This design comes from an exercise in tuning for small area on the open sky130 flow, not from production work.
Only simulation tests tie the RTL to the original design; equivalence was not proved.

==> flow/design.v <==
module quad_logic (
    input signed [31:0] angle_in,
    output [27:0] za_out,
    output [3:0] zsel_out,
    output reg s1_out,
    output reg sin_sign, cos_sign
);
reg [1:0] quad;
localparam signed [31:0] PI = 32'h1921FB54;
localparam signed [31:0] PI_2 = 32'h0C90FDAA;
localparam signed [31:0] TWO_PI = 32'h3243F6A9;
localparam signed [31:0] THREE_PI_2 = 32'h25B2F8FE;
localparam signed [31:0] AT0 = 32'h06487ED5;
wire fl_p = angle_in < 0;
wire fl_m = angle_in >= TWO_PI;
wire q1 = fl_p ? (angle_in <= PI_2 - TWO_PI) : fl_m ? (angle_in <= PI_2 + TWO_PI) : (angle_in <= PI_2);
wire q2 = fl_p ? (angle_in <= PI - TWO_PI) : fl_m ? (angle_in <= PI + TWO_PI) : (angle_in <= PI);
wire q3 = fl_p ? (angle_in <= THREE_PI_2 - TWO_PI) : fl_m ? (angle_in <= THREE_PI_2 + TWO_PI) : (angle_in <= THREE_PI_2);
wire t0 = fl_p ? (angle_in >= AT0 - TWO_PI) : fl_m ? (angle_in >= AT0 + TWO_PI) : (angle_in >= AT0);
wire t1 = fl_p ? (angle_in <= PI - AT0 - TWO_PI) : fl_m ? (angle_in <= PI - AT0 + TWO_PI) : (angle_in <= PI - AT0);
wire t2 = fl_p ? (angle_in >= AT0 + PI - TWO_PI) : fl_m ? (angle_in >= AT0 + PI + TWO_PI) : (angle_in >= AT0 + PI);
wire t3 = fl_p ? (angle_in <= -AT0) : fl_m ? (angle_in <= TWO_PI + TWO_PI - AT0) : (angle_in <= TWO_PI - AT0);
always @(*) begin
    if (q1) begin
        quad = 2'd0; sin_sign = 1'b0; cos_sign = 1'b0; s1_out = t0;
    end else if (q2) begin
        quad = 2'd1; sin_sign = 1'b0; cos_sign = 1'b1; s1_out = t1;
    end else if (q3) begin
        quad = 2'd2; sin_sign = 1'b1; cos_sign = 1'b1; s1_out = t2;
    end else begin
        quad = 2'd3; sin_sign = 1'b1; cos_sign = 1'b0; s1_out = t3;
    end
end
assign za_out = angle_in[27:0] ^ {28{quad[0]}};
assign zsel_out = {fl_m, fl_p, quad};
endmodule
module CORDIC (
    input clk,
    input signed [15:0] x_start,
    input signed [15:0] y_start,
    input [27:0] za_in,       
    input [3:0] zsel_in,      
    input s1_in,              
    input sin_sign, cos_sign,
    output [15:0] sine,
    output [15:0] cosine
);
function [31:0] add32;   
    input [31:0] a, b;
    input cin;
    integer k, j;
    reg c, cb, G, P;
    reg [31:0] p, g;
    begin
        p = a ^ b; g = a & b; c = cin;
        for (k = 0; k < 32; k = k + 2) begin
            cb = c;
            for (j = k; j < k + 2 && j < 32; j = j + 1) begin
                add32[j] = p[j] ^ cb; cb = g[j] | (p[j] & cb);
            end
            G = 1'b0; P = 1'b1;
            for (j = k; j < k + 2 && j < 32; j = j + 1) begin
                G = g[j] | (p[j] & G); P = P & p[j];
            end
            c = G | (P & c);
        end
    end
endfunction
function [27:0] quad_offset;
    input [3:0] sel;
    input s1;
    reg [31:0] f, c;
    begin
        case (sel[3:2])
            2'd1: f = 32'h3243F6A9;
            2'd2: f = -32'h3243F6A9;
            default: f = 32'h0;
        endcase
        case (sel[1:0])
            2'd0: c = f - 32'h06487ED5;
            2'd1: c = 32'h1921FB54 - f - 32'h06487ED5 + 1;
            2'd2: c = f - 32'h1921FB54 - 32'h06487ED5;
            default: c = 32'h3243F6A9 - f - 32'h06487ED5 + 1;
        endcase
        if (s1) c = c - 32'h03B58CE1;
        else c = c + 32'h03B58CE1;
        quad_offset = c[27:0];
    end
endfunction
wire signed [31:0] x0 = {x_start[15], x_start, 15'b0};
wire signed [31:0] y0 = {y_start[15], y_start, 15'b0};
reg [31:15] x1, y1;
reg [27:0] za;
reg [3:0] zsel;
reg s1r;         
wire [31:0] x1_n = add32(x0, ~y0, 1'b1);
wire [31:0] y1_n = add32(y0, x0, 1'b0);
reg [31:0] sgn_s, sgn_c;   
always @(posedge clk) begin
    x1 <= x1_n[31:15]; y1 <= y1_n[31:15]; za <= za_in; zsel <= zsel_in; s1r <= s1_in;
    sgn_s <= {sgn_s[30:0], sin_sign}; sgn_c <= {sgn_c[30:0], cos_sign};
end
wire s1 = s1r;
wire [27:0] z2_n = za + quad_offset(zsel, s1r);
reg signed [26:0] z2;
always @(posedge clk) z2 <= z2_n[26:0];
wire signed [31:0] xk1 = {x1, 15'b0};
wire signed [31:0] yk1 = {y1, 15'b0};
wire [31:0] xsh1 = xk1 >>> 1;
wire [31:0] ysh1 = yk1 >>> 1;
wire [31:0] x2_n = add32(xk1, ysh1 ^ {32{s1}}, s1);
wire [31:0] y2_n = add32(yk1, xsh1 ^ {32{~s1}}, ~s1);
reg [31:14] x2, y2;
always @(posedge clk) begin x2 <= x2_n[31:14]; y2 <= y2_n[31:14]; end
wire s2 = ~z2[26];
wire [26:0] z3_n = s2 ? z2 - 27'd32880480 : z2 + 27'd32880480;
reg signed [25:0] z3;
always @(posedge clk) z3 <= z3_n[25:0];
wire signed [31:0] xk2 = {x2, 14'b0};
wire signed [31:0] yk2 = {y2, 14'b0};
wire [31:0] xsh2 = xk2 >>> 2;
wire [31:0] ysh2 = yk2 >>> 2;
wire [31:0] x3_n = add32(xk2, ysh2 ^ {32{s2}}, s2);
wire [31:0] y3_n = add32(yk2, xsh2 ^ {32{~s2}}, ~s2);
reg [31:12] x3, y3;
always @(posedge clk) begin x3 <= x3_n[31:12]; y3 <= y3_n[31:12]; end
wire s3 = ~z3[25];
wire [25:0] z4_n = s3 ? z3 - 26'd16690645 : z3 + 26'd16690645;
reg signed [24:0] z4;
always @(posedge clk) z4 <= z4_n[24:0];
wire signed [31:0] xk3 = {x3, 12'b0};
wire signed [31:0] yk3 = {y3, 12'b0};
wire [31:0] xsh3 = xk3 >>> 3;
wire [31:0] ysh3 = yk3 >>> 3;
wire [31:0] x4_n = add32(xk3, ysh3 ^ {32{s3}}, s3);
wire [31:0] y4_n = add32(yk3, xsh3 ^ {32{~s3}}, ~s3);
reg [31:9] x4, y4;
always @(posedge clk) begin x4 <= x4_n[31:9]; y4 <= y4_n[31:9]; end
wire s4 = ~z4[24];
wire [24:0] z5_n = s4 ? z4 - 25'd8377711 : z4 + 25'd8377711;
reg signed [23:0] z5;
always @(posedge clk) z5 <= z5_n[23:0];
wire signed [31:0] xk4 = {x4, 9'b0};
wire signed [31:0] yk4 = {y4, 9'b0};
wire [31:0] xsh4 = xk4 >>> 4;
wire [31:0] ysh4 = yk4 >>> 4;
wire [31:0] x5_n = add32(xk4, ysh4 ^ {32{s4}}, s4);
wire [31:0] y5_n = add32(yk4, xsh4 ^ {32{~s4}}, ~s4);
reg [31:5] x5, y5;
always @(posedge clk) begin x5 <= x5_n[31:5]; y5 <= y5_n[31:5]; end
wire s5 = ~z5[23];
wire [23:0] z6_n = s5 ? z5 - 24'd4192939 : z5 + 24'd4192939;
reg signed [22:0] z6;
always @(posedge clk) z6 <= z6_n[22:0];
wire signed [31:0] xk5 = {x5, 5'b0};
wire signed [31:0] yk5 = {y5, 5'b0};
wire [31:0] xsh5 = xk5 >>> 5;
wire [31:0] ysh5 = yk5 >>> 5;
wire [31:0] x6_n = add32(xk5, ysh5 ^ {32{s5}}, s5);
wire [31:0] y6_n = add32(yk5, xsh5 ^ {32{~s5}}, ~s5);
reg [31:0] x6, y6;
always @(posedge clk) begin x6 <= x6_n[31:0]; y6 <= y6_n[31:0]; end
wire s6 = ~z6[22];
wire [22:0] z7_n = s6 ? z6 - 23'd2096981 : z6 + 23'd2096981;
reg signed [21:0] z7;
always @(posedge clk) z7 <= z7_n[21:0];
wire signed [31:0] xk6 = x6;
wire signed [31:0] yk6 = y6;
wire [31:0] xsh6 = xk6 >>> 6;
wire [31:0] ysh6 = yk6 >>> 6;
wire [31:0] x7_n = add32(xk6, ysh6 ^ {32{s6}}, s6);
wire [31:0] y7_n = add32(yk6, xsh6 ^ {32{~s6}}, ~s6);
reg [31:0] x7, y7;
always @(posedge clk) begin x7 <= x7_n[31:0]; y7 <= y7_n[31:0]; end
wire s7 = ~z7[21];
wire [21:0] z8_n = s7 ? z7 - 22'd1048555 : z7 + 22'd1048555;
reg signed [20:0] z8;
always @(posedge clk) z8 <= z8_n[20:0];
wire signed [31:0] xk7 = x7;
wire signed [31:0] yk7 = y7;
wire [31:0] xsh7 = xk7 >>> 7;
wire [31:0] ysh7 = yk7 >>> 7;
wire [31:0] x8_n = add32(xk7, ysh7 ^ {32{s7}}, s7);
wire [31:0] y8_n = add32(yk7, xsh7 ^ {32{~s7}}, ~s7);
reg [31:0] x8, y8;
always @(posedge clk) begin x8 <= x8_n[31:0]; y8 <= y8_n[31:0]; end
wire s8 = ~z8[20];
wire [20:0] z9_n = s8 ? z8 - 21'd524285 : z8 + 21'd524285;
reg [19:0] u9;
always @(posedge clk) u9 <= {~z9_n[19], z9_n[18:0]};
wire signed [31:0] xk8 = x8;
wire signed [31:0] yk8 = y8;
wire [31:0] xsh8 = xk8 >>> 8;
wire [31:0] ysh8 = yk8 >>> 8;
wire [31:0] x9_n = add32(xk8, ysh8 ^ {32{s8}}, s8);
wire [31:0] y9_n = add32(yk8, xsh8 ^ {32{~s8}}, ~s8);
reg [31:0] x9, y9;
always @(posedge clk) begin x9 <= x9_n[31:0]; y9 <= y9_n[31:0]; end
wire s9 = u9[19];
reg [18:0] u10;
always @(posedge clk) u10 <= u9[18:0];
wire signed [31:0] xk9 = x9;
wire signed [31:0] yk9 = y9;
wire [31:0] xsh9 = xk9 >>> 9;
wire [31:0] ysh9 = yk9 >>> 9;
wire [31:0] x10_n = add32(xk9, ysh9 ^ {32{s9}}, s9);
wire [31:0] y10_n = add32(yk9, xsh9 ^ {32{~s9}}, ~s9);
reg [31:0] x10, y10;
always @(posedge clk) begin x10 <= x10_n[31:0]; y10 <= y10_n[31:0]; end
wire s10 = u10[18];
reg [17:0] u11;
always @(posedge clk) u11 <= u10[17:0];
wire signed [31:0] xk10 = x10;
wire signed [31:0] yk10 = y10;
wire [31:0] xsh10 = xk10 >>> 10;
wire [31:0] ysh10 = yk10 >>> 10;
wire [31:0] x11_n = add32(xk10, ysh10 ^ {32{s10}}, s10);
wire [31:0] y11_n = add32(yk10, xsh10 ^ {32{~s10}}, ~s10);
reg [31:0] x11, y11;
always @(posedge clk) begin x11 <= x11_n[31:0]; y11 <= y11_n[31:0]; end
wire s11 = u11[17];
reg [16:0] u12;
always @(posedge clk) u12 <= u11[16:0];
wire signed [31:0] xk11 = x11;
wire signed [31:0] yk11 = y11;
wire [31:0] xsh11 = xk11 >>> 11;
wire [31:0] ysh11 = yk11 >>> 11;
wire [31:0] x12_n = add32(xk11, ysh11 ^ {32{s11}}, s11);
wire [31:0] y12_n = add32(yk11, xsh11 ^ {32{~s11}}, ~s11);
reg [31:0] x12, y12;
always @(posedge clk) begin x12 <= x12_n[31:0]; y12 <= y12_n[31:0]; end
wire s12 = u12[16];
reg [15:0] u13;
always @(posedge clk) u13 <= u12[15:0];
wire signed [31:0] xk12 = x12;
wire signed [31:0] yk12 = y12;
wire [31:0] xsh12 = xk12 >>> 12;
wire [31:0] ysh12 = yk12 >>> 12;
wire [31:0] x13_n = add32(xk12, ysh12 ^ {32{s12}}, s12);
wire [31:0] y13_n = add32(yk12, xsh12 ^ {32{~s12}}, ~s12);
reg [31:0] x13, y13;
always @(posedge clk) begin x13 <= x13_n[31:0]; y13 <= y13_n[31:0]; end
wire s13 = u13[15];
reg [14:0] u14;
always @(posedge clk) u14 <= u13[14:0];
wire signed [31:0] xk13 = x13;
wire signed [31:0] yk13 = y13;
wire [31:0] xsh13 = xk13 >>> 13;
wire [31:0] ysh13 = yk13 >>> 13;
wire [31:0] x14_n = add32(xk13, ysh13 ^ {32{s13}}, s13);
wire [31:0] y14_n = add32(yk13, xsh13 ^ {32{~s13}}, ~s13);
reg [31:0] x14, y14;
always @(posedge clk) begin x14 <= x14_n[31:0]; y14 <= y14_n[31:0]; end
wire s14 = u14[14];
reg [13:0] u15;
always @(posedge clk) u15 <= u14[13:0];
wire signed [31:0] xk14 = x14;
wire signed [31:0] yk14 = y14;
wire [31:0] xsh14 = xk14 >>> 14;
wire [31:0] ysh14 = yk14 >>> 14;
wire [31:0] x15_n = add32(xk14, ysh14 ^ {32{s14}}, s14);
wire [31:0] y15_n = add32(yk14, xsh14 ^ {32{~s14}}, ~s14);
reg [31:0] x15, y15;
always @(posedge clk) begin x15 <= x15_n[31:0]; y15 <= y15_n[31:0]; end
wire s15 = u15[13];
reg [12:0] u16;
always @(posedge clk) u16 <= u15[12:0];
wire signed [31:0] xk15 = x15;
wire signed [31:0] yk15 = y15;
wire [31:0] xsh15 = xk15 >>> 15;
wire [31:0] ysh15 = yk15 >>> 15;
wire [31:0] x16_n = add32(xk15, ysh15 ^ {32{s15}}, s15);
wire [31:0] y16_n = add32(yk15, xsh15 ^ {32{~s15}}, ~s15);
reg [31:0] x16, y16;
always @(posedge clk) begin x16 <= x16_n[31:0]; y16 <= y16_n[31:0]; end
wire s16 = u16[12];
reg [11:0] u17;
always @(posedge clk) u17 <= u16[11:0];
wire signed [31:0] xk16 = x16;
wire signed [31:0] yk16 = y16;
wire [31:0] xsh16 = xk16 >>> 16;
wire [31:0] ysh16 = yk16 >>> 16;
wire [31:0] x17_n = add32(xk16, ysh16 ^ {32{s16}}, s16);
wire [31:0] y17_n = add32(yk16, xsh16 ^ {32{~s16}}, ~s16);
reg [31:0] x17, y17;
always @(posedge clk) begin x17 <= x17_n[31:0]; y17 <= y17_n[31:0]; end
wire s17 = u17[11];
reg [10:0] u18;
always @(posedge clk) u18 <= u17[10:0];
wire signed [31:0] xk17 = x17;
wire signed [31:0] yk17 = y17;
wire [31:0] xsh17 = xk17 >>> 17;
wire [31:0] ysh17 = yk17 >>> 17;
wire [31:0] x18_n = add32(xk17, ysh17 ^ {32{s17}}, s17);
wire [31:0] y18_n = add32(yk17, xsh17 ^ {32{~s17}}, ~s17);
reg [31:0] x18, y18;
always @(posedge clk) begin x18 <= x18_n[31:0]; y18 <= y18_n[31:0]; end
wire s18 = u18[10];
reg [9:0] u19;
always @(posedge clk) u19 <= u18[9:0];
wire signed [31:0] xk18 = x18;
wire signed [31:0] yk18 = y18;
wire [31:0] xsh18 = xk18 >>> 18;
wire [31:0] ysh18 = yk18 >>> 18;
wire [31:0] x19_n = add32(xk18, ysh18 ^ {32{s18}}, s18);
wire [31:0] y19_n = add32(yk18, xsh18 ^ {32{~s18}}, ~s18);
reg [31:0] x19, y19;
always @(posedge clk) begin x19 <= x19_n[31:0]; y19 <= y19_n[31:0]; end
wire s19 = u19[9];
reg [8:0] u20;
always @(posedge clk) u20 <= u19[8:0];
wire signed [31:0] xk19 = x19;
wire signed [31:0] yk19 = y19;
wire [31:0] xsh19 = xk19 >>> 19;
wire [31:0] ysh19 = yk19 >>> 19;
wire [31:0] x20_n = add32(xk19, ysh19 ^ {32{s19}}, s19);
wire [31:0] y20_n = add32(yk19, xsh19 ^ {32{~s19}}, ~s19);
reg [16:0] xh20;         
reg [11:0] xl20;         
reg xz20, xa20;         
always @(posedge clk) begin
    xh20 <= x20_n[31:15]; xl20 <= x20_n[11:0];
    xz20 <= ~|x20_n[14:12]; xa20 <= &x20_n[14:12];
end
reg [16:0] yh20;         
reg [11:0] yl20;         
reg yz20, ya20;         
always @(posedge clk) begin
    yh20 <= y20_n[31:15]; yl20 <= y20_n[11:0];
    yz20 <= ~|y20_n[14:12]; ya20 <= &y20_n[14:12];
end
wire s20 = u20[8];
reg [7:0] u21;
always @(posedge clk) u21 <= u20[7:0];
wire signed [16:0] yq20 = yh20;
wire signed [13:0] ysh20 = yq20 >>> 5;    
wire signed [13:0] xt20 = s20 ? -ysh20 : ysh20;
wire [13:0] xS20 = {2'b00, xl20} + xt20;
wire xcp20 = xS20[13:12] == 2'b01;    
wire xcm20 = xS20[13:12] == 2'b11;    
wire xop20 = xa20 & xcp20;    
wire xom20 = xz20 & xcm20;    
wire xz20_c = (xz20 & ~xcp20 & ~xcm20) | xop20;
wire xa20_c = (xa20 & ~xcp20 & ~xcm20) | xom20;
wire [16:0] xh21_n = xh20 + {{16{xom20}}, xop20 | xom20};
reg [16:0] xh21;
reg [10:0] xl21;
reg xz21, xa21;
always @(posedge clk) begin
    xh21 <= xh21_n;
    xl21 <= xS20[10:0];
    xz21 <= xz20_c & ~xS20[11];
    xa21 <= xa20_c & xS20[11];
end
wire signed [16:0] xq20 = xh20;
wire signed [13:0] xsh20 = xq20 >>> 5;    
wire signed [13:0] yt20 = ~s20 ? -xsh20 : xsh20;
wire [13:0] yS20 = {2'b00, yl20} + yt20;
wire ycp20 = yS20[13:12] == 2'b01;    
wire ycm20 = yS20[13:12] == 2'b11;    
wire yop20 = ya20 & ycp20;    
wire yom20 = yz20 & ycm20;    
wire yz20_c = (yz20 & ~ycp20 & ~ycm20) | yop20;
wire ya20_c = (ya20 & ~ycp20 & ~ycm20) | yom20;
wire [16:0] yh21_n = yh20 + {{16{yom20}}, yop20 | yom20};
reg [16:0] yh21;
reg [10:0] yl21;
reg yz21, ya21;
always @(posedge clk) begin
    yh21 <= yh21_n;
    yl21 <= yS20[10:0];
    yz21 <= yz20_c & ~yS20[11];
    ya21 <= ya20_c & yS20[11];
end
wire s21 = u21[7];
reg [6:0] u22;
always @(posedge clk) u22 <= u21[6:0];
wire signed [16:0] yq21 = yh21;
wire signed [12:0] ysh21 = yq21 >>> 6;    
wire signed [12:0] xt21 = s21 ? -ysh21 : ysh21;
wire [12:0] xS21 = {2'b00, xl21} + xt21;
wire xcp21 = xS21[12:11] == 2'b01;    
wire xcm21 = xS21[12:11] == 2'b11;    
wire xop21 = xa21 & xcp21;    
wire xom21 = xz21 & xcm21;    
wire xz21_c = (xz21 & ~xcp21 & ~xcm21) | xop21;
wire xa21_c = (xa21 & ~xcp21 & ~xcm21) | xom21;
wire [16:0] xh22_n = xh21 + {{16{xom21}}, xop21 | xom21};
reg [16:0] xh22;
reg [9:0] xl22;
reg xz22, xa22;
always @(posedge clk) begin
    xh22 <= xh22_n;
    xl22 <= xS21[9:0];
    xz22 <= xz21_c & ~xS21[10];
    xa22 <= xa21_c & xS21[10];
end
wire signed [16:0] xq21 = xh21;
wire signed [12:0] xsh21 = xq21 >>> 6;    
wire signed [12:0] yt21 = ~s21 ? -xsh21 : xsh21;
wire [12:0] yS21 = {2'b00, yl21} + yt21;
wire ycp21 = yS21[12:11] == 2'b01;    
wire ycm21 = yS21[12:11] == 2'b11;    
wire yop21 = ya21 & ycp21;    
wire yom21 = yz21 & ycm21;    
wire yz21_c = (yz21 & ~ycp21 & ~ycm21) | yop21;
wire ya21_c = (ya21 & ~ycp21 & ~ycm21) | yom21;
wire [16:0] yh22_n = yh21 + {{16{yom21}}, yop21 | yom21};
reg [16:0] yh22;
reg [9:0] yl22;
reg yz22, ya22;
always @(posedge clk) begin
    yh22 <= yh22_n;
    yl22 <= yS21[9:0];
    yz22 <= yz21_c & ~yS21[10];
    ya22 <= ya21_c & yS21[10];
end
wire s22 = u22[6];
reg [5:0] u23;
always @(posedge clk) u23 <= u22[5:0];
wire signed [16:0] yq22 = yh22;
wire signed [11:0] ysh22 = yq22 >>> 7;    
wire signed [11:0] xt22 = s22 ? -ysh22 : ysh22;
wire [11:0] xS22 = {2'b00, xl22} + xt22;
wire xcp22 = xS22[11:10] == 2'b01;    
wire xcm22 = xS22[11:10] == 2'b11;    
wire xop22 = xa22 & xcp22;    
wire xom22 = xz22 & xcm22;    
wire xz22_c = (xz22 & ~xcp22 & ~xcm22) | xop22;
wire xa22_c = (xa22 & ~xcp22 & ~xcm22) | xom22;
wire [16:0] xh23_n = xh22 + {{16{xom22}}, xop22 | xom22};
reg [16:0] xh23;
reg [8:0] xl23;
reg xz23, xa23;
always @(posedge clk) begin
    xh23 <= xh23_n;
    xl23 <= xS22[8:0];
    xz23 <= xz22_c & ~xS22[9];
    xa23 <= xa22_c & xS22[9];
end
wire signed [16:0] xq22 = xh22;
wire signed [11:0] xsh22 = xq22 >>> 7;    
wire signed [11:0] yt22 = ~s22 ? -xsh22 : xsh22;
wire [11:0] yS22 = {2'b00, yl22} + yt22;
wire ycp22 = yS22[11:10] == 2'b01;    
wire ycm22 = yS22[11:10] == 2'b11;    
wire yop22 = ya22 & ycp22;    
wire yom22 = yz22 & ycm22;    
wire yz22_c = (yz22 & ~ycp22 & ~ycm22) | yop22;
wire ya22_c = (ya22 & ~ycp22 & ~ycm22) | yom22;
wire [16:0] yh23_n = yh22 + {{16{yom22}}, yop22 | yom22};
reg [16:0] yh23;
reg [8:0] yl23;
reg yz23, ya23;
always @(posedge clk) begin
    yh23 <= yh23_n;
    yl23 <= yS22[8:0];
    yz23 <= yz22_c & ~yS22[9];
    ya23 <= ya22_c & yS22[9];
end
wire s23 = u23[5];
reg [4:0] u24;
always @(posedge clk) u24 <= u23[4:0];
wire signed [16:0] yq23 = yh23;
wire signed [10:0] ysh23 = yq23 >>> 8;    
wire signed [10:0] xt23 = s23 ? -ysh23 : ysh23;
wire [10:0] xS23 = {2'b00, xl23} + xt23;
wire xcp23 = xS23[10:9] == 2'b01;    
wire xcm23 = xS23[10:9] == 2'b11;    
wire xop23 = xa23 & xcp23;    
wire xom23 = xz23 & xcm23;    
wire xz23_c = (xz23 & ~xcp23 & ~xcm23) | xop23;
wire xa23_c = (xa23 & ~xcp23 & ~xcm23) | xom23;
wire [16:0] xh24_n = xh23 + {{16{xom23}}, xop23 | xom23};
reg [16:0] xh24;
reg [7:0] xl24;
reg xz24, xa24;
always @(posedge clk) begin
    xh24 <= xh24_n;
    xl24 <= xS23[7:0];
    xz24 <= xz23_c & ~xS23[8];
    xa24 <= xa23_c & xS23[8];
end
wire signed [16:0] xq23 = xh23;
wire signed [10:0] xsh23 = xq23 >>> 8;    
wire signed [10:0] yt23 = ~s23 ? -xsh23 : xsh23;
wire [10:0] yS23 = {2'b00, yl23} + yt23;
wire ycp23 = yS23[10:9] == 2'b01;    
wire ycm23 = yS23[10:9] == 2'b11;    
wire yop23 = ya23 & ycp23;    
wire yom23 = yz23 & ycm23;    
wire yz23_c = (yz23 & ~ycp23 & ~ycm23) | yop23;
wire ya23_c = (ya23 & ~ycp23 & ~ycm23) | yom23;
wire [16:0] yh24_n = yh23 + {{16{yom23}}, yop23 | yom23};
reg [16:0] yh24;
reg [7:0] yl24;
reg yz24, ya24;
always @(posedge clk) begin
    yh24 <= yh24_n;
    yl24 <= yS23[7:0];
    yz24 <= yz23_c & ~yS23[8];
    ya24 <= ya23_c & yS23[8];
end
wire s24 = u24[4];
reg [3:0] u25;
always @(posedge clk) u25 <= u24[3:0];
wire signed [16:0] yq24 = yh24;
wire signed [9:0] ysh24 = yq24 >>> 9;    
wire signed [9:0] xt24 = s24 ? -ysh24 : ysh24;
wire [9:0] xS24 = {2'b00, xl24} + xt24;
wire xcp24 = xS24[9:8] == 2'b01;    
wire xcm24 = xS24[9:8] == 2'b11;    
wire xop24 = xa24 & xcp24;    
wire xom24 = xz24 & xcm24;    
wire xz24_c = (xz24 & ~xcp24 & ~xcm24) | xop24;
wire xa24_c = (xa24 & ~xcp24 & ~xcm24) | xom24;
wire [16:0] xh25_n = xh24 + {{16{xom24}}, xop24 | xom24};
reg [16:0] xh25;
reg [6:0] xl25;
reg xz25, xa25;
always @(posedge clk) begin
    xh25 <= xh25_n;
    xl25 <= xS24[6:0];
    xz25 <= xz24_c & ~xS24[7];
    xa25 <= xa24_c & xS24[7];
end
wire signed [16:0] xq24 = xh24;
wire signed [9:0] xsh24 = xq24 >>> 9;    
wire signed [9:0] yt24 = ~s24 ? -xsh24 : xsh24;
wire [9:0] yS24 = {2'b00, yl24} + yt24;
wire ycp24 = yS24[9:8] == 2'b01;    
wire ycm24 = yS24[9:8] == 2'b11;    
wire yop24 = ya24 & ycp24;    
wire yom24 = yz24 & ycm24;    
wire yz24_c = (yz24 & ~ycp24 & ~ycm24) | yop24;
wire ya24_c = (ya24 & ~ycp24 & ~ycm24) | yom24;
wire [16:0] yh25_n = yh24 + {{16{yom24}}, yop24 | yom24};
reg [16:0] yh25;
reg [6:0] yl25;
reg yz25, ya25;
always @(posedge clk) begin
    yh25 <= yh25_n;
    yl25 <= yS24[6:0];
    yz25 <= yz24_c & ~yS24[7];
    ya25 <= ya24_c & yS24[7];
end
wire s25 = u25[3];
reg [2:0] u26;
always @(posedge clk) u26 <= u25[2:0];
wire signed [16:0] yq25 = yh25;
wire signed [8:0] ysh25 = yq25 >>> 10;    
wire signed [8:0] xt25 = s25 ? -ysh25 : ysh25;
wire [8:0] xS25 = {2'b00, xl25} + xt25;
wire xcp25 = xS25[8:7] == 2'b01;    
wire xcm25 = xS25[8:7] == 2'b11;    
wire xop25 = xa25 & xcp25;    
wire xom25 = xz25 & xcm25;    
wire xz25_c = (xz25 & ~xcp25 & ~xcm25) | xop25;
wire xa25_c = (xa25 & ~xcp25 & ~xcm25) | xom25;
wire [16:0] xh26_n = xh25 + {{16{xom25}}, xop25 | xom25};
reg [16:0] xh26;
reg [5:0] xl26;
reg xz26, xa26;
always @(posedge clk) begin
    xh26 <= xh26_n;
    xl26 <= xS25[5:0];
    xz26 <= xz25_c & ~xS25[6];
    xa26 <= xa25_c & xS25[6];
end
wire signed [16:0] xq25 = xh25;
wire signed [8:0] xsh25 = xq25 >>> 10;    
wire signed [8:0] yt25 = ~s25 ? -xsh25 : xsh25;
wire [8:0] yS25 = {2'b00, yl25} + yt25;
wire ycp25 = yS25[8:7] == 2'b01;    
wire ycm25 = yS25[8:7] == 2'b11;    
wire yop25 = ya25 & ycp25;    
wire yom25 = yz25 & ycm25;    
wire yz25_c = (yz25 & ~ycp25 & ~ycm25) | yop25;
wire ya25_c = (ya25 & ~ycp25 & ~ycm25) | yom25;
wire [16:0] yh26_n = yh25 + {{16{yom25}}, yop25 | yom25};
reg [16:0] yh26;
reg [5:0] yl26;
reg yz26, ya26;
always @(posedge clk) begin
    yh26 <= yh26_n;
    yl26 <= yS25[5:0];
    yz26 <= yz25_c & ~yS25[6];
    ya26 <= ya25_c & yS25[6];
end
wire s26 = u26[2];
reg [1:0] u27;
always @(posedge clk) u27 <= u26[1:0];
wire signed [16:0] yq26 = yh26;
wire signed [7:0] ysh26 = yq26 >>> 11;    
wire signed [7:0] xt26 = s26 ? -ysh26 : ysh26;
wire [7:0] xS26 = {2'b00, xl26} + xt26;
wire xcp26 = xS26[7:6] == 2'b01;    
wire xcm26 = xS26[7:6] == 2'b11;    
wire xop26 = xa26 & xcp26;    
wire xom26 = xz26 & xcm26;    
wire xz26_c = (xz26 & ~xcp26 & ~xcm26) | xop26;
wire xa26_c = (xa26 & ~xcp26 & ~xcm26) | xom26;
wire [16:0] xh27_n = xh26 + {{16{xom26}}, xop26 | xom26};
reg [16:0] xh27;
reg [4:0] xl27;
reg xz27, xa27;
always @(posedge clk) begin
    xh27 <= xh27_n;
    xl27 <= xS26[4:0];
    xz27 <= xz26_c & ~xS26[5];
    xa27 <= xa26_c & xS26[5];
end
wire signed [16:0] xq26 = xh26;
wire signed [7:0] xsh26 = xq26 >>> 11;    
wire signed [7:0] yt26 = ~s26 ? -xsh26 : xsh26;
wire [7:0] yS26 = {2'b00, yl26} + yt26;
wire ycp26 = yS26[7:6] == 2'b01;    
wire ycm26 = yS26[7:6] == 2'b11;    
wire yop26 = ya26 & ycp26;    
wire yom26 = yz26 & ycm26;    
wire yz26_c = (yz26 & ~ycp26 & ~ycm26) | yop26;
wire ya26_c = (ya26 & ~ycp26 & ~ycm26) | yom26;
wire [16:0] yh27_n = yh26 + {{16{yom26}}, yop26 | yom26};
reg [16:0] yh27;
reg [4:0] yl27;
reg yz27, ya27;
always @(posedge clk) begin
    yh27 <= yh27_n;
    yl27 <= yS26[4:0];
    yz27 <= yz26_c & ~yS26[5];
    ya27 <= ya26_c & yS26[5];
end
wire s27 = u27[1];
reg [0:0] u28;
always @(posedge clk) u28 <= u27[0:0];
wire signed [16:0] yq27 = yh27;
wire signed [6:0] ysh27 = yq27 >>> 12;    
wire signed [6:0] xt27 = s27 ? -ysh27 : ysh27;
wire [6:0] xS27 = {2'b00, xl27} + xt27;
wire xcp27 = xS27[6:5] == 2'b01;    
wire xcm27 = xS27[6:5] == 2'b11;    
wire xop27 = xa27 & xcp27;    
wire xom27 = xz27 & xcm27;    
wire xz27_c = (xz27 & ~xcp27 & ~xcm27) | xop27;
wire xa27_c = (xa27 & ~xcp27 & ~xcm27) | xom27;
wire [16:0] xh28_n = xh27 + {{16{xom27}}, xop27 | xom27};
reg [16:0] xh28;
reg [3:0] xl28;
reg xz28, xa28;
always @(posedge clk) begin
    xh28 <= xh28_n;
    xl28 <= xS27[3:0];
    xz28 <= xz27_c & ~xS27[4];
    xa28 <= xa27_c & xS27[4];
end
wire signed [16:0] xq27 = xh27;
wire signed [6:0] xsh27 = xq27 >>> 12;    
wire signed [6:0] yt27 = ~s27 ? -xsh27 : xsh27;
wire [6:0] yS27 = {2'b00, yl27} + yt27;
wire ycp27 = yS27[6:5] == 2'b01;    
wire ycm27 = yS27[6:5] == 2'b11;    
wire yop27 = ya27 & ycp27;    
wire yom27 = yz27 & ycm27;    
wire yz27_c = (yz27 & ~ycp27 & ~ycm27) | yop27;
wire ya27_c = (ya27 & ~ycp27 & ~ycm27) | yom27;
wire [16:0] yh28_n = yh27 + {{16{yom27}}, yop27 | yom27};
reg [16:0] yh28;
reg [3:0] yl28;
reg yz28, ya28;
always @(posedge clk) begin
    yh28 <= yh28_n;
    yl28 <= yS27[3:0];
    yz28 <= yz27_c & ~yS27[4];
    ya28 <= ya27_c & yS27[4];
end
wire s28 = u28[0];
reg [0:0] u29;
always @(posedge clk) u29 <= u28[0:0];
wire signed [16:0] yq28 = yh28;
wire signed [5:0] ysh28 = yq28 >>> 13;    
wire signed [5:0] xt28 = s28 ? -ysh28 : ysh28;
wire [5:0] xS28 = {2'b00, xl28} + xt28;
wire xcp28 = xS28[5:4] == 2'b01;    
wire xcm28 = xS28[5:4] == 2'b11;    
wire xop28 = xa28 & xcp28;    
wire xom28 = xz28 & xcm28;    
wire xz28_c = (xz28 & ~xcp28 & ~xcm28) | xop28;
wire xa28_c = (xa28 & ~xcp28 & ~xcm28) | xom28;
wire [16:0] xh29_n = xh28 + {{16{xom28}}, xop28 | xom28};
reg [16:0] xh29;
reg [2:0] xl29;
reg xz29, xa29;
always @(posedge clk) begin
    xh29 <= xh29_n;
    xl29 <= xS28[2:0];
    xz29 <= xz28_c & ~xS28[3];
    xa29 <= xa28_c & xS28[3];
end
wire signed [16:0] xq28 = xh28;
wire signed [5:0] xsh28 = xq28 >>> 13;    
wire signed [5:0] yt28 = ~s28 ? -xsh28 : xsh28;
wire [5:0] yS28 = {2'b00, yl28} + yt28;
wire ycp28 = yS28[5:4] == 2'b01;    
wire ycm28 = yS28[5:4] == 2'b11;    
wire yop28 = ya28 & ycp28;    
wire yom28 = yz28 & ycm28;    
wire yz28_c = (yz28 & ~ycp28 & ~ycm28) | yop28;
wire ya28_c = (ya28 & ~ycp28 & ~ycm28) | yom28;
wire [16:0] yh29_n = yh28 + {{16{yom28}}, yop28 | yom28};
reg [16:0] yh29;
reg [2:0] yl29;
reg yz29, ya29;
always @(posedge clk) begin
    yh29 <= yh29_n;
    yl29 <= yS28[2:0];
    yz29 <= yz28_c & ~yS28[3];
    ya29 <= ya28_c & yS28[3];
end
wire s29 = u29[0];
reg [0:0] u30;
always @(posedge clk) u30 <= u29[0:0];
wire signed [16:0] yq29 = yh29;
wire signed [4:0] ysh29 = yq29 >>> 14;    
wire signed [4:0] xt29 = s29 ? -ysh29 : ysh29;
wire [4:0] xS29 = {2'b00, xl29} + xt29;
wire xcp29 = xS29[4:3] == 2'b01;    
wire xcm29 = xS29[4:3] == 2'b11;    
wire xop29 = xa29 & xcp29;    
wire xom29 = xz29 & xcm29;    
wire xz29_c = (xz29 & ~xcp29 & ~xcm29) | xop29;
wire xa29_c = (xa29 & ~xcp29 & ~xcm29) | xom29;
wire [16:0] xh30_n = xh29 + {{16{xom29}}, xop29 | xom29};
reg [16:0] xh30;
reg [1:0] xl30;
reg xz30, xa30;
always @(posedge clk) begin
    xh30 <= xh30_n;
    xl30 <= xS29[1:0];
    xz30 <= xz29_c & ~xS29[2];
    xa30 <= xa29_c & xS29[2];
end
wire signed [16:0] xq29 = xh29;
wire signed [4:0] xsh29 = xq29 >>> 14;    
wire signed [4:0] yt29 = ~s29 ? -xsh29 : xsh29;
wire [4:0] yS29 = {2'b00, yl29} + yt29;
wire ycp29 = yS29[4:3] == 2'b01;    
wire ycm29 = yS29[4:3] == 2'b11;    
wire yop29 = ya29 & ycp29;    
wire yom29 = yz29 & ycm29;    
wire yz29_c = (yz29 & ~ycp29 & ~ycm29) | yop29;
wire ya29_c = (ya29 & ~ycp29 & ~ycm29) | yom29;
wire [16:0] yh30_n = yh29 + {{16{yom29}}, yop29 | yom29};
reg [16:0] yh30;
reg [1:0] yl30;
reg yz30, ya30;
always @(posedge clk) begin
    yh30 <= yh30_n;
    yl30 <= yS29[1:0];
    yz30 <= yz29_c & ~yS29[2];
    ya30 <= ya29_c & yS29[2];
end
wire s30 = u30[0];
reg [0:0] u31;
always @(posedge clk) u31 <= u30[0:0];
wire signed [16:0] yq30 = yh30;
wire signed [3:0] ysh30 = yq30 >>> 15;    
wire signed [3:0] xt30 = s30 ? -ysh30 : ysh30;
wire [3:0] xS30 = {2'b00, xl30} + xt30;
wire xcp30 = xS30[3:2] == 2'b01;    
wire xcm30 = xS30[3:2] == 2'b11;    
wire xop30 = xa30 & xcp30;    
wire xom30 = xz30 & xcm30;    
wire xz30_c = (xz30 & ~xcp30 & ~xcm30) | xop30;
wire xa30_c = (xa30 & ~xcp30 & ~xcm30) | xom30;
wire [16:0] xh31_n = xh30 + {{16{xom30}}, xop30 | xom30};
reg [16:0] xh31;
reg [0:0] xl31;
reg xz31, xa31;
always @(posedge clk) begin
    xh31 <= xh31_n;
    xl31 <= xS30[0:0];
    xz31 <= xz30_c & ~xS30[1];
    xa31 <= xa30_c & xS30[1];
end
wire signed [16:0] xq30 = xh30;
wire signed [3:0] xsh30 = xq30 >>> 15;    
wire signed [3:0] yt30 = ~s30 ? -xsh30 : xsh30;
wire [3:0] yS30 = {2'b00, yl30} + yt30;
wire ycp30 = yS30[3:2] == 2'b01;    
wire ycm30 = yS30[3:2] == 2'b11;    
wire yop30 = ya30 & ycp30;    
wire yom30 = yz30 & ycm30;    
wire yz30_c = (yz30 & ~ycp30 & ~ycm30) | yop30;
wire ya30_c = (ya30 & ~ycp30 & ~ycm30) | yom30;
wire [16:0] yh31_n = yh30 + {{16{yom30}}, yop30 | yom30};
reg [16:0] yh31;
reg [0:0] yl31;
reg yz31, ya31;
always @(posedge clk) begin
    yh31 <= yh31_n;
    yl31 <= yS30[0:0];
    yz31 <= yz30_c & ~yS30[1];
    ya31 <= ya30_c & yS30[1];
end
wire s31 = u31[0];
wire signed [16:0] yq31 = yh31;
wire signed [2:0] ysh31 = yq31 >>> 16;    
wire signed [2:0] xt31 = s31 ? -ysh31 : ysh31;
wire [2:0] xS31 = {2'b00, xl31} + xt31;
wire xcp31 = xS31[2:1] == 2'b01;    
wire xcm31 = xS31[2:1] == 2'b11;    
wire xop31 = xa31 & xcp31;    
wire xom31 = xz31 & xcm31;    
wire xz31_c = (xz31 & ~xcp31 & ~xcm31) | xop31;
wire xa31_c = (xa31 & ~xcp31 & ~xcm31) | xom31;
wire [16:0] xh32_n = xh31 + {{16{xom31}}, xop31 | xom31};
wire signed [16:0] xq31 = xh31;
wire signed [2:0] xsh31 = xq31 >>> 16;    
wire signed [2:0] yt31 = ~s31 ? -xsh31 : xsh31;
wire [2:0] yS31 = {2'b00, yl31} + yt31;
wire ycp31 = yS31[2:1] == 2'b01;    
wire ycm31 = yS31[2:1] == 2'b11;    
wire yop31 = ya31 & ycp31;    
wire yom31 = yz31 & ycm31;    
wire yz31_c = (yz31 & ~ycp31 & ~ycm31) | yop31;
wire ya31_c = (ya31 & ~ycp31 & ~ycm31) | yom31;
wire [16:0] yh32_n = yh31 + {{16{yom31}}, yop31 | yom31};
wire [15:0] c32 = xh32_n[15:0], s32 = yh32_n[15:0];
reg [15:0] r31s, r31c, r32s, r32c, r33s, r33c;
always @(posedge clk) begin
    r31s <= sgn_s[30] ? -s32 : s32;
    r31c <= sgn_c[30] ? -c32 : c32;
    r32s <= r31s; r32c <= r31c;
    r33s <= r32s; r33c <= r32c;
end
assign sine = r33s;
assign cosine = r33c;
endmodule
module CORDIC_top #(parameter WIDTH = 16 , parameter ITERATIONS = 32) (
    input clk,
    input signed [WIDTH-1:0] x_start,
    input signed [WIDTH-1:0] y_start,
    input signed [31:0] angle_in,
    output signed [WIDTH-1:0] sine,
    output signed [WIDTH-1:0] cosine
);
wire [27:0] za;
wire [3:0] zsel;
wire s1;
wire sin_sign, cos_sign;
quad_logic quad_logic_DUT(
    .angle_in(angle_in),
    .za_out(za),
    .zsel_out(zsel),
    .s1_out(s1),
    .sin_sign(sin_sign),
    .cos_sign(cos_sign)
);
CORDIC CORDIC_DUT(
    .clk(clk),
    .x_start(x_start),
    .y_start(y_start),
    .za_in(za),
    .zsel_in(zsel),
    .s1_in(s1),
    .sin_sign(sin_sign),
    .cos_sign(cos_sign),
    .sine(sine),
    .cosine(cosine)
);
endmodule
==> flow/flow/run.sh <==
#!/bin/bash
# Own flow: the standard layout, with synthesis run through flow/my_synth.tcl
# (a different ABC script and no full-adder extraction) and clock tree
# synthesis without dummy loads and with small clock buffers; ports get the smallest buffer. Registers and
# their names are those of the standard synthesis.
set -euo pipefail
W=$(pwd)
export MY_WORK=$W
export MY_ABC_SCRIPT=$W/flow/abc_area.script
# synthesis only, with our script; the remaining steps are the standard.sh
make -C "$FLOW_HOME" DESIGN_CONFIG="$W/config.mk" WORK_HOME="$W/orfs" CLKGATE_MAP_FILE= \
  SYNTH_SCRIPT="$W/flow/my_synth.tcl" synth > "$W/own_synth.log" 2>&1
export CTS_ARGS="-sink_clustering_enable -repair_clock_nets -dont_use_dummy_load -buf_list {sky130_fd_sc_hd__clkbuf_8} -sink_clustering_size 14 -sink_clustering_max_diameter 70"
export BUFFER_PORTS_ARGS="-buffer_cell sky130_fd_sc_hd__buf_1"
bash "$W/standard.sh" > "$W/own_standard.log" 2>&1
==> flow/flow/abc_area.script <==
&get -n
&st
&dch
&nf -R 20 -p -F 8 -A 4
&put
topo
buffer -N 10
upsize -D 4500
dnsize -D 4500
stime -p
==> flow/flow/my_synth.tcl <==
# The standard synthesis (synth_recipe.tcl) with two changes for area:
# Yosys's abc calls use this flow's ABC script, and full/half adders are not
# extracted into fa/ha cells (ABC maps the adder logic itself).
proc abc {args} {
  set i [lsearch -exact $args -script]
  if {$i >= 0} { lset args [expr {$i + 1}] $::env(MY_ABC_SCRIPT) }
  puts "flow/my_synth.tcl: abc $args"
  yosys abc {*}$args
}
proc extract_fa {args} { puts "flow/my_synth.tcl: extract_fa skipped" }
source $::env(MY_WORK)/synth_recipe.tcl
==> flow/standard.sh <==
#!/bin/bash
# synth_recipe.tcl (not shown) runs the flow's synth.tcl, then flattens the netlist and writes it again
# the make line also repeats each setting of config.mk as NAME=value (left out here)
make -C /OpenROAD-flow-scripts/flow DESIGN_CONFIG=/design/flow/config.mk WORK_HOME=/design/flow/orfs CLKGATE_MAP_FILE= SYNTH_SCRIPT=/design/flow/synth_recipe.tcl "${@:-finish}"
==> flow/config.mk <==
export PLATFORM = sky130hd
export DESIGN_NAME = CORDIC_top
export DESIGN_NICKNAME = CORDIC_top
export VERILOG_FILES = /design/flow/design.v
export SDC_FILE = /design/flow/constraint.sdc
export NUM_CORES = 4
export LEC_CHECK = 0
export CAP_MARGIN = 20
export CORE_MARGIN = 2
export CORE_UTILIZATION = 60
export PLACE_DENSITY = 0.72
export SLEW_MARGIN = 20
==> flow/constraint.sdc <==
create_clock -name core_clock -period 6.0 [get_ports {clk}]
set_input_delay 1.2000 -clock core_clock [delete_from_list [all_inputs] [get_ports {clk}]]
set_output_delay 1.2000 -clock core_clock [all_outputs]
set_load 0.01 [all_outputs]
==> results by group, run 1 <==
Status
  – Status: complete, no violations

Worst setup path
  – Req. time, crit path: 6.85 ns
  – Reg2Reg Depth: 22
  – Kind of critical path: register to register
  – Reg2Reg Setup Slack: 0.17 ns
  – Worst Setup SP: CORDIC_DUT.u18[10]$_DFF_P_
  – Reg-to-Reg Start: CORDIC_DUT.u18[10]$_DFF_P_
  – Worst setup EP type: register
  – Reg2Reg Capture Point: CORDIC_DUT.x19[31]$_DFF_P_
  – CP endpoint: CORDIC_DUT.x19[31]$_DFF_P_
  – Worst-path fanout max: 5
  – Crit path launch type: register
  – Worst path arrival time: 6.68 ns

Detailed routing
  – Via Count: 87,300
  – Via density: 5.45
  – Drt drc: 0
  – DRT iter0 DRCs: 5,021
  – ANT nets after route: 0
  – Drt pass-1 iters: 6
  – Drt wl/cell: 17.2 microns
  – Final WL: 276,000 microns

Synth
  – Sequential area share after synthesis: 38.8%
  – Area share of the largest cell type after synthesis: 38.8%
  – Syn_area_per_cell: 9.00 sq um
  – Syn nets: 13,200
  – Cell area after synthesis: 0.118 sq mm
  – Area leader, netlist: dfxtp_1
  – Number of synthesized flops with an enable pin: 0
  – FF+latch count, synth: 2,288
  – Dominant synthesized flop cell: dfxtp_1
  – Unique cell type count in the Yosys netlist: 91
  – Yosys warnings: 2
  – Synth top area cells: dfxtp_1, xnor2_1, xor2_1
  – Mapped Cells: 13,100
  – Asr flop ratio synth: 0%

Die
  – Die area: 0.200 sq mm
  – Initial Util: 60.5%
  – Num ports: 97
  – Core box area: 0.195 sq mm
  – Site Rows: 162
  – Die width: 448 microns
  – Die height: 448 microns

Timing
  – Slew @ Worst Pin: 1.06 ns
  – Final period util: 97.1%
  – Worst-case clock skew: 0.109 ns
  – Setup TNS Final: 0 ns
  – Final hold slack: 0.254 ns
  – Final setup vio count: 0
  – Minimum clock period: 5.83 ns
  – Slew headroom: 29.1%
  – Max-slew violations: 0
  – Max Freq: 172 MHz
  – Hold Fails Final Rpt: 0

Finish
  – Design Area, Final: 0.127 sq mm
  – Area growth, synth to finish: 7.46%
  – Commonest non-fill, non-tap cell in the layout: xnor2_1
  – Nets: 13,500
  – Fraction of layout instances using a drive strength above 1: 6.59%
  – Most frequent cells in the layout: xnor2_1, dfxtp_1, xor2_1, nand2_1, o21ai_0

Global routing
  – Gr ovfl total: 0
  – Most used routing layer: met2
  – Largest net degree at the start of global routing: 73
  – Met1 GRT Util: 32.0%
  – First-pass GRT wire length: 436,000 microns
  – Met2 usage: 48.1%
  – Vias in the first global route: 85,700
  – GR Util All Layers: 26.9%
  – M3 GR Usage: 3.21%
  – Antenna violations before repair: 12

Clocking
  – Worst-Skew Late Latency: 0.97 ns
  – TritonCTS clock tree: built
  – Clk slew on worst S/H paths: 0.09 ns
  – Hold-fix buffers, CTS: 0
  – TritonCTS Sinks: 2,288
  – CTS max path bufs: 3
  – H-tree depth: 4
  – CTS buffer count: 188
  – Clock root cell: clkbuf_8

Placed design
  – Dpl cell area: 0.123 sq mm
  – Port buffer count: 96
  – GP Congestion: 0.926
  – DP HPWL: 217,000 microns

Flow run
  – Max-Cap Viols: 0

Worst hold path
  – Worst hold path class: register to register
  – Min-delay src: CORDIC_DUT.sgn_c[1]$_DFF_P_
synthesized netlist by cell type (all sizes together), types with 12 or more instances:
cell and n:
o21a 137, xnor2 2564, or3 16, o221ai 40, a21o 14, nor3b 19
o211ai 22, o31a 35, xor2 1653, o221a 38, inv 228, a211oi 34
buf 114, nand2 1505, o311ai 72, mux2 12, a21oi 410, a31oi 183
and3 33, a21boi 43, nand4 30, or2 38, nor3 100, o41ai 74
o311a 36, nor2b 347, and2 63, o22ai 29, nand3 131, dfxtp 2288
or4 21, maj3 294, nor4 63, o21ai 869, clkbuf 274, o31ai 103
nor2 819, nand3b 32, a22oi 20, nand2b 205
stage by stage:
| step | setup WS, ns | utilization, % | cells |
|---|---|---|---|
| finish | 0.174 | 65.0 | 16000 |
| global route | -0.0806 | 65.0 | 16000 |
| CTS | 0.00423 | 64.4 | 16000 |
| detailed placement | -0.184 | 63.0 | 15800 |
| global placement | -0.0940 | 63.0 | 15800 |
| floorplan | 0.0368 | - | 13100 |
worst min-delay path by stage:
stage / to / cells past startpoint
finish: CORDIC_DUT.sgn_c[2]$_DFF_P_ / 0
global route: CORDIC_DUT.sgn_c[2]$_DFF_P_ / 0
CTS: CORDIC_DUT.sgn_c[2]$_DFF_P_ / 0
detailed placement: CORDIC_DUT.r32c[1]$_DFF_P_ / 0
global placement: CORDIC_DUT.u22[6]$_DFF_P_ / 0
floorplan: CORDIC_DUT.r32c[0]$_DFF_P_ / 0
routing by layer:
metal	part of all wire, %	up-vias
met4	4.9	4
met5	0.0091	-
li1	-	43900
met1	42	41100
met2	49	1657
met3	3.7	607
cell families after synthesis:
kind of cell / count (synthesis) / synth area share, %
adders and majority gates: 294 / 2.49
DFF: 2288 / 38.8
buffers and inverters: 617 / 2.05
xor gates and xnor gates: 4219 / 31.3
muxes: 20 / 0.182
and+or+nand+nor: 3461 / 13.4
AOI/OAI and AO/OA: 2224 / 11.8
worst max-delay path, stage by stage, from the launching register on:
cell and delay [ns]:
dfxtp_4 0.37, buf_12 0.14, buf_4 0.13, buf_4 0.16, xor2_2 0.19, xnor2_2 0.18
o31ai_4 0.29, a21oi_2 0.12, o31ai_4 0.26, nor3b_2 0.19, a211oi_1 0.09, nor3b_2 0.19
a211oi_1 0.08, o311a_1 0.40, o311a_1 0.38, o311a_1 0.40, o311a_1 0.34, o311a_1 0.40
o311a_1 0.36, o311a_4 0.42, o311ai_4 0.32, maj3_2 0.24, xnor2_1 0.06
final cells by class:
type / instances / area [sq um]
multi-input cells: 10200 / 71100
fillers: 16100 / 68300
flip-flops and latches: 2288 / 45900
well taps: 2624 / 3280
repair buffers: 461 / 3210
clock buffers: 188 / 2590
inverters: 229 / 860
diodes: 5 / 12.5
what timing repair did:
item / in CTS / in global routing
setup endpoints to repair: 10 / 115
resized for setup: 20 / 194
pin swaps: 4 / 37
buffers inserted: 3 / 22
hold endpoints to repair: 0 / 0
==> run 2: changes to the inputs <==
==> flow/flow/abc_area.script (replaced) <==
&get -n
&st
&dch
&nf -R 20 -p -F 8 -A 4
&put
topo
buffer -N 16
upsize -D 5000
dnsize -D 5000
stime -p
--- a/flow/config.mk
+++ b/flow/config.mk
@@ -8,5 +8,4 @@
 export CAP_MARGIN = 20
 export CORE_MARGIN = 2
-export CORE_UTILIZATION = 60
-export PLACE_DENSITY = 0.72
+export CORE_UTILIZATION = 40
 export SLEW_MARGIN = 20
==> results by group, run 2 <==
Synth
  – Top-count cell post-synth: xnor2_1 (unchanged)
  – Number of synthesized flops with an enable pin: 0 (unchanged)
  – Area share of the largest cell type after synthesis: 38.9% (was 38.8%)
  – Synth Area in Simple Gates: 13.4% (about the same)
  – Unique cell type count in the Yosys netlist: 93 (was 91)
  – Leading cell types by count after synthesis: xnor2_1, dfxtp_1, xor2_1 (unchanged)
  – Post-Synth XOR/XNOR Area: 31.5% (was 31.3%)
  – Yosys warnings: 2 (unchanged)
  – Mapped Cells: 13,000 (was 13,100)
  – Syn nets: 13,100 (was 13,200)
  – Post-synthesis mux area share: 0.183% (was 0.182%)
  – Largest family of logic cells by synthesized area: XOR/XNOR gates (unchanged)
  – Syn_area_per_cell: 9.05 sq um (was 9.00 sq um)
  – FF+latch count, synth: 2,288 (unchanged)
  – Sequential area share after synthesis: 38.9% (was 38.8%)
  – Post-Synth Adder-Cell Area: 2.50% (was 2.49%)
  – Cell area after synthesis: 0.118 sq mm (about the same)
  – Dominant synthesized flop cell: dfxtp_1 (unchanged)
  – Post-synthesis compound-gate area fraction: 11.9% (was 11.8%)
  – Synth top area cells: dfxtp_1, xnor2_1, xor2_1 (unchanged)
  – Asr flop ratio synth: 0% (unchanged)
  – Area leader, netlist: dfxtp_1 (unchanged)

Timing
  – Slew @ Worst Pin: 1.04 ns (was 1.06 ns)
  – Slew headroom: 30.1% (was 29.1%)
  – RSZ-0062 raised after global routing: true
  – Final setup vio count: 0 (unchanged)
  – Hold Fails Final Rpt: 0 (unchanged)
  – Max-slew violations: 0 (unchanged)
  – Worst-case clock skew: 0.146 ns (was 0.109 ns)
  – Setup TNS Final: 0 ns (unchanged)
  – Final period util: 97.9% (was 97.1%)
  – Max Freq: 170 MHz (was 172 MHz)
  – Fin worst setup slack: 0.124 ns (was 0.174 ns)
  – Minimum clock period: 5.88 ns (was 5.83 ns)

Worst setup path
  – Reg-to-Reg Start: CORDIC_DUT.u18[10]$_DFF_P_ (unchanged)
  – Reg2Reg Capture Point: CORDIC_DUT.y19[31]$_DFF_P_ (was CORDIC_DUT.x19[31]$_DFF_P_)
  – Req. time, crit path: 6.89 ns (was 6.85 ns)
  – Kind of critical path: register to register (unchanged)
  – Slowest-stage cell, CP: o311a_4 (unchanged)
  – Worst path arrival time: 6.77 ns (was 6.68 ns)
  – Crit path launch type: register (unchanged)
  – Worst-path fanout max: 5 (unchanged)
  – Reg2Reg Depth: 22 (unchanged)
  – Worst setup EP type: register (unchanged)
  – Crit-path most repeated cell: o311a_1 (unchanged)
  – Crit path cell chain: buf_4, buf_4, xnor2_2, maj3_2, nand2_1, a31oi_4, a31oi_2, nor2_1, a211oi_1, o221a_2, o221a_2, o221a_2, o311a_1, o311a_1, o311a_1, o311a_1, o311a_1, o311a_1, o311a_4, o311ai_4, maj3_2, xor2_1 (was buf_12, buf_4, buf_4, xor2_2, xnor2_2, o31ai_4, a21oi_2, o31ai_4, nor3b_2, a211oi_1, nor3b_2, a211oi_1, o311a_1, o311a_1, o311a_1, o311a_1, o311a_1, o311a_1, o311a_4, o311ai_4, maj3_2, xnor2_1)
  – Reg2Reg Setup Slack: 0.12 ns (was 0.17 ns)
  – Max incr delay on CP: 0.41 ns (was 0.42 ns)

Worst hold path
  – Hold path depth: 0 (unchanged)
  – Hold EP: CORDIC_DUT.u14[10]$_DFF_P_ (was CORDIC_DUT.sgn_c[2]$_DFF_P_)
  – Worst hold path class: register to register (unchanged)
  – Min-delay src: CORDIC_DUT.u13[10]$_DFF_P_ (was CORDIC_DUT.sgn_c[1]$_DFF_P_)

Clocking
  – Worst-Skew Late Latency: 1.03 ns (was 0.97 ns)
  – CTS buffer count: 197 (was 188)
  – Clock root cell: clkbuf_8 (unchanged)
  – H-tree depth: 4 (unchanged)
  – TritonCTS Sinks: 2,288 (unchanged)
  – TritonCTS clock tree: built (unchanged)
  – Hold-fix buffers, CTS: 0 (unchanged)
  – CTS max path bufs: 4 (was 3)
  – Clk slew on worst S/H paths: 0.09 ns (about the same)

Flow run
  – Max-Cap Viols: 0 (unchanged)

Detailed routing
  – Drt wl/cell: 14.5 microns (was 17.2 microns)
  – Top Layer Used: met4 (was met5)
  – Final WL: 251,000 microns (was 276,000 microns)
  – Drt drc: 0 (unchanged)
  – ANT nets after route: 0 (unchanged)
  – DR WL met2: 125,000 microns (was 136,000 microns)
  – Drt pass-1 iters: 8 (was 6)
  – DRT met1 WL: 113,000 microns (was 116,000 microns)
  – Met3 WL: 7520 microns (was 10,200 microns)
  – Via Count: 83,100 (was 87,300)
  – DRT iter0 DRCs: 3,997 (was 5,021)
  – Via density: 4.81 (was 5.45)

Die
  – Die height: 547 microns (was 448 microns)
  – Num ports: 97 (unchanged)
  – Die width: 547 microns (was 448 microns)
  – Core box area: 0.294 sq mm (was 0.195 sq mm)
  – Site Rows: 199 (was 162)
  – Die area: 0.299 sq mm (was 0.200 sq mm)
  – Initial Util: 40.1% (was 60.5%)

Global routing
  – First-pass GRT wire length: 403,000 microns (was 436,000 microns)
  – Largest net degree at the start of global routing: 58 (was 73)
  – Antenna violations before repair: 4 (was 12)
  – Vias in the first global route: 79,400 (was 85,700)
  – GR Util All Layers: 16.3% (was 26.9%)
  – Gr ovfl total: 0 (unchanged)

Finish
  – Storage element area: 0.0459 sq mm (about the same)
  – Fraction of layout instances using a drive strength above 1: 6.30% (was 6.59%)
  – Multi-input logic area: 0.0710 sq mm (was 0.0711 sq mm)
  – Most frequent cells in the layout: xnor2_1, dfxtp_1, xor2_1, nand2_1, o21ai_0 (unchanged)
  – Fillcell total: 28,700 (was 16,100)
  – Area growth, synth to finish: 8.97% (was 7.46%)
  – Nets: 13,400 (was 13,500)
  – Final Core Density: 43.7% (was 65.0%)
  – Commonest non-fill, non-tap cell in the layout: xnor2_1 (unchanged)

Placed design
  – GP Congestion: 0.878 (was 0.926)
  – Port buffer count: 96 (unchanged)
  – Pre-CTS setup slack: -0.0814 ns (was -0.184 ns)
  – DP HPWL: 199,000 microns (was 217,000 microns)

Status
  – Status: complete, no violations (unchanged)
-- run 2: cell types whose count changed in the layout (fill, tap and decap cells not counted), moves of 5 or more --
cell,previous run,this run
buf_4,352,337
clkbuf_8,188,197
dfxtp_1,2258,2266
dfxtp_2,17,9
o31ai_2,22,17
xnor2_1,2541,2547
xnor2_2,20,14
-- run 2: per-layer routing --
layer / global-route usage, % / vias up
met5: 0 / -
met4: 4.28 / 0
met3: 1.67 / 375
met2: 29.9 / 1067
met1: 20.0 / 37800
li1: - / 43900
-- run 2: layout make-up --
class,instances,area share (%)
well taps,3919,3.82
inverters,229,0.670
repair buffers,443,2.37
clock buffers,197,2.11
diodes,4,0.00780
multi-input cells,10200,55.3
flip-flops and latches,2288,35.7
-- run 2: logic make-up (layout without fill, tap and decap cells) --
kind of cell / count (synthesis) / after routing
flip-flops: 2288 / 2288
adder cells (fa/ha/maj): 294 / 294
other: 0 / 4
XOR/XNOR: 4219 / 4219
buffers and inverters: 506 / 869
AND/OR/NAND/NOR: 3461 / 3461
multiplexers: 20 / 20
AO/OA/AOI/OAI: 2224 / 2224
-- run 2: timing repair --
action,in CTS,in global routing
setup endpoints to repair,6,84
resized for setup,4,153
setup buffers,0,12
pin swaps,1,30
-- run 2: critical path: cells and delay by family (launching register included) --
family | cells | cell delay, ns
adder cells (fa/ha/maj) | 2 | 0.47
flip-flops | 1 | 0.40
buffers and inverters | 2 | 0.28
XOR/XNOR | 2 | 0.32
AO/OA/AOI/OAI | 14 | 4.07
AND/OR/NAND/NOR | 2 | 0.22
-- run 2: per-stage QoR --
| step | std cells | hold WS [ns] | instance area, sq um |
|---|---|---|---|
| after global routing | 17300 | 0.220 | 128000 |
| after detailed placement | 17100 | 0.312 | 125000 |
| after global placement | 17100 | 0.310 | 125000 |
| after CTS | 17300 | 0.181 | 127000 |
| after floorplan | 13000 | 0.310 | 118000 |
| final | 17300 | 0.200 | 128000 |
-- run 2: worst max-delay path by stage --
stage                                          start                           to  slack (ns)  cells after the start
after floorplan            CORDIC_DUT.z2[26]$_DFF_P_    CORDIC_DUT.y3[31]$_DFF_P_        0.11                     22
after global placement     CORDIC_DUT.u19[9]$_DFF_P_  CORDIC_DUT.yh20[16]$_DFF_P_       -0.02                     23
after detailed placement   CORDIC_DUT.u19[9]$_DFF_P_  CORDIC_DUT.yh20[16]$_DFF_P_       -0.08                     23
after CTS                 CORDIC_DUT.u18[10]$_DFF_P_   CORDIC_DUT.x19[31]$_DFF_P_      -0.007                     23
after global routing      CORDIC_DUT.u18[10]$_DFF_P_   CORDIC_DUT.y19[31]$_DFF_P_       -0.10                     22
final                     CORDIC_DUT.u18[10]$_DFF_P_   CORDIC_DUT.y19[31]$_DFF_P_        0.12                     22
==> run 3: changes to the inputs <==
--- a/flow/flow/run.sh
+++ b/flow/flow/run.sh
@@ -11,5 +11,5 @@
 make -C "$FLOW_HOME" DESIGN_CONFIG="$W/config.mk" WORK_HOME="$W/orfs" CLKGATE_MAP_FILE= \
   SYNTH_SCRIPT="$W/flow/my_synth.tcl" synth > "$W/own_synth.log" 2>&1
-export CTS_ARGS="-sink_clustering_enable -repair_clock_nets -dont_use_dummy_load -buf_list {sky130_fd_sc_hd__clkbuf_8} -sink_clustering_size 14 -sink_clustering_max_diameter 70"
+export CTS_ARGS="-sink_clustering_enable -repair_clock_nets -dont_use_dummy_load -buf_list {sky130_fd_sc_hd__clkbuf_8 sky130_fd_sc_hd__clkbuf_16} -sink_clustering_size 30 -sink_clustering_max_diameter 100"
 export BUFFER_PORTS_ARGS="-buffer_cell sky130_fd_sc_hd__buf_1"
 bash "$W/standard.sh" > "$W/own_standard.log" 2>&1
==> flow/flow/abc_area.script (replaced) <==
&get -n
&st
&dch
&nf -R 20
&put
topo
buffer -N 10
upsize -D 4500
dnsize -D 4500
stime -p
==> results by group, run 3 <==
Timing
  – Slew headroom: 31.8% (was 30.1%)
  – Final period util: 95.7% (was 97.9%)
  – Hold Fails Final Rpt: 0 (unchanged)
  – Final setup vio count: 0 (unchanged)
  – Minimum clock period: 5.74 ns (was 5.88 ns)

Clocking
  – Clock root cell: clkbuf_16 (was clkbuf_8)
  – TritonCTS Sinks: 2,288 (unchanged)
  – CTS max path bufs: 4 (unchanged)

Synth
  – Area leader, netlist: dfxtp_1 (unchanged)
  – Synth top area cells: dfxtp_1, xnor2_1, xor2_1 (unchanged)
  – Asr flop ratio synth: 0% (unchanged)
  – Area share of the largest cell type after synthesis: 38.5% (was 38.9%)
  – Number of synthesized flops with an enable pin: 0 (unchanged)
  – FF+latch count, synth: 2,288 (unchanged)
  – Dominant synthesized flop cell: dfxtp_1 (unchanged)
  – Top-count cell post-synth: xnor2_1 (unchanged)
  – Syn_area_per_cell: 8.98 sq um (was 9.05 sq um)
  – Yosys warnings: 2 (unchanged)

Detailed routing
  – Via density: 4.78 (was 4.81)
  – DRT iter0 DRCs: 3,869 (was 3,997)
  – ANT nets after route: 0 (unchanged)
  – Drt pass-1 iters: 5 (was 8)

Worst setup path
  – Req. time, crit path: 6.79 ns (was 6.89 ns)
  – Crit path launch type: register (unchanged)
  – Worst Setup SP: CORDIC_DUT.u18[10]$_DFF_P_ (unchanged)
  – Worst setup EP type: register (unchanged)

Placed design
  – Placed cell count: 17,300 (was 17,100)
  – Port buffer count: 96 (unchanged)
  – GP Congestion: 0.909 (was 0.878)
  – Pre-CTS setup slack: -0.0579 ns (was -0.0814 ns)
  – DP HPWL: 201,000 microns (was 199,000 microns)

Finish
  – Fraction of layout instances using a drive strength above 1: 6.10% (was 6.30%)
  – Fillcell total: 29,200 (was 28,700)
  – Most frequent cells in the layout: xnor2_1, dfxtp_1, xor2_1, nand2_1, nor2_1 (was xnor2_1, dfxtp_1, xor2_1, nand2_1, o21ai_0)
  – Finished Layout Cells: 17,400 (was 17,300)
  – Nets: 13,500 (was 13,400)

Global routing
  – Vias in the first global route: 78,800 (was 79,400)
  – First-pass GRT wire length: 403,000 microns (about the same)
  – Largest net degree at the start of global routing: 63 (was 58)

Worst hold path
  – Min-delay src: CORDIC_DUT.sgn_s[15]$_DFF_P_ (was CORDIC_DUT.u13[10]$_DFF_P_)
  – Worst hold path class: register to register (unchanged)

Die
  – Site Rows: 200 (was 199)
  – Die width: 549 microns (was 547 microns)
  – Core box area: 0.296 sq mm (was 0.294 sq mm)
  – Num ports: 97 (unchanged)

Flow run
  – Max-Cap Viols: 0 (unchanged)

Status
  – Status: complete, no violations (unchanged)
## run 3: layer usage
metal  track usage [%]  up-vias  wire length (microns)
met5                 0        -                     13
met4              4.33        2                   6790
met3              1.29      304                   5770
met2              29.9      868                 125000
met1              20.0    37900                 114000
li1                  -    44100                      -
## run 3: repair_timing
item / 4_1_cts / 5_1_grt
buffers inserted: 0 / 32
setup endpoints to repair: 4 / 85
resized for setup: 3 / 174
pin swaps: 0 / 71
cloned: 0 / 0
## run 3: critical path, stage by stage, from the launching register on
cell	delay (ns)
dfxtp_4	0.38
buf_12	0.13
buf_4	0.12
nor2_1	0.10
a21oi_1	0.06
o21ai_1	0.20
nand2_1	0.13
a31oi_4	0.23
a31oi_4	0.13
nor2_2	0.10
a211oi_1	0.06
o211a_1	0.26
o211a_1	0.25
nor2_1	0.12
a211oi_1	0.09
o311a_1	0.38
o311a_1	0.37
o311a_1	0.37
o311a_1	0.37
o311a_1	0.37
o311a_1	0.38
o311a_4	0.41
o311ai_4	0.26
maj3_2	0.25
xor2_1	0.13
## run 3: path summary, 6_finish.rpt
kind                                   to  slack, ns  cells after the start
max            CORDIC_DUT.y19[31]$_DFF_P_       0.26                     24
max reg2reg    CORDIC_DUT.y19[31]$_DFF_P_       0.26                     24
min          CORDIC_DUT.sgn_s[16]$_DFF_P_       0.27                      0
min reg2reg  CORDIC_DUT.sgn_s[16]$_DFF_P_       0.27                      0
## run 3: cell type report
cell class                      count  area, sq um  share of cell area, %
Multi-Input combinational cell  10300        71600                   55.2
Inverter                          283         1060                  0.818
Timing Repair Buffer              525         3680                   2.83
Clock buffer                      106         2650                   2.04
Tap cell                         3939         4930                   3.80
Sequential cell                  2288        45900                   35.3
Antenna cell                        7         17.5                 0.0135
## run 3: cell families (layout without fill, tap and decap cells)
kind of cell | after synthesis | in the layout | share of synthesized area (%)
fa+ha+maj | 276 | 276 | 2.33
mux | 21 | 21 | 0.190
flops | 2288 | 2288 | 38.5
simple gates | 3283 | 3283 | 12.0
other cells | 0 | 7 | 0
buf+inv | 690 | 914 | 2.24
xor+xnor | 4475 | 4475 | 33.0
compound gates | 2211 | 2211 | 11.7
## run 3: through the flow
stage | utilization (%) | area, sq um | TNS, ns | hold WS [ns]
6_report | 43.8 | 130000 | 0 | 0.273
5_1_grt | 43.8 | 130000 | -0.340 | 0.257
4_1_cts | 43.4 | 129000 | 0 | 0.259
3_5_place_dp | 42.5 | 126000 | -0.0579 | 0.312
3_3_place_gp | 42.5 | 126000 | 0 | 0.310
2_1_floorplan | - | 119000 | 0 | 0.310

## port drivers added, routing unchanged
Ports are ideal in the flow. The routed layouts listed here were re-timed in OpenROAD. Step 1 assumes that a clkbuf_16 drives the clock port and a buf_2 every other input. Step 2 also shifts input and output timing later by t, the mid clock arrival at the registers, as if the neighbouring blocks saw the same clock. Three values: ideal ports, drivers, drivers and shift; two values: the first two.
run | t, ns | setup WS [ns] | worst hold slack (ns) | worst register clock-pin slew, ns | worst data-port slew with drivers (ns)
run 1 | 1.014 | 0.174 / 0.174 / 0.174 | 0.254 / 0.254 / 0.254 | 0.10 / 0.10 | 0.18
run 2 | 1.040 | 0.124 / 0.124 / 0.124 | 0.200 / 0.200 / 0.200 | 0.10 / 0.10 | 0.04
run 3 | 0.922 | 0.258 / 0.258 / 0.258 | 0.273 / 0.273 / 0.273 | 0.12 / 0.12 | 0.05
After both steps setup and hold are still met in every run listed.
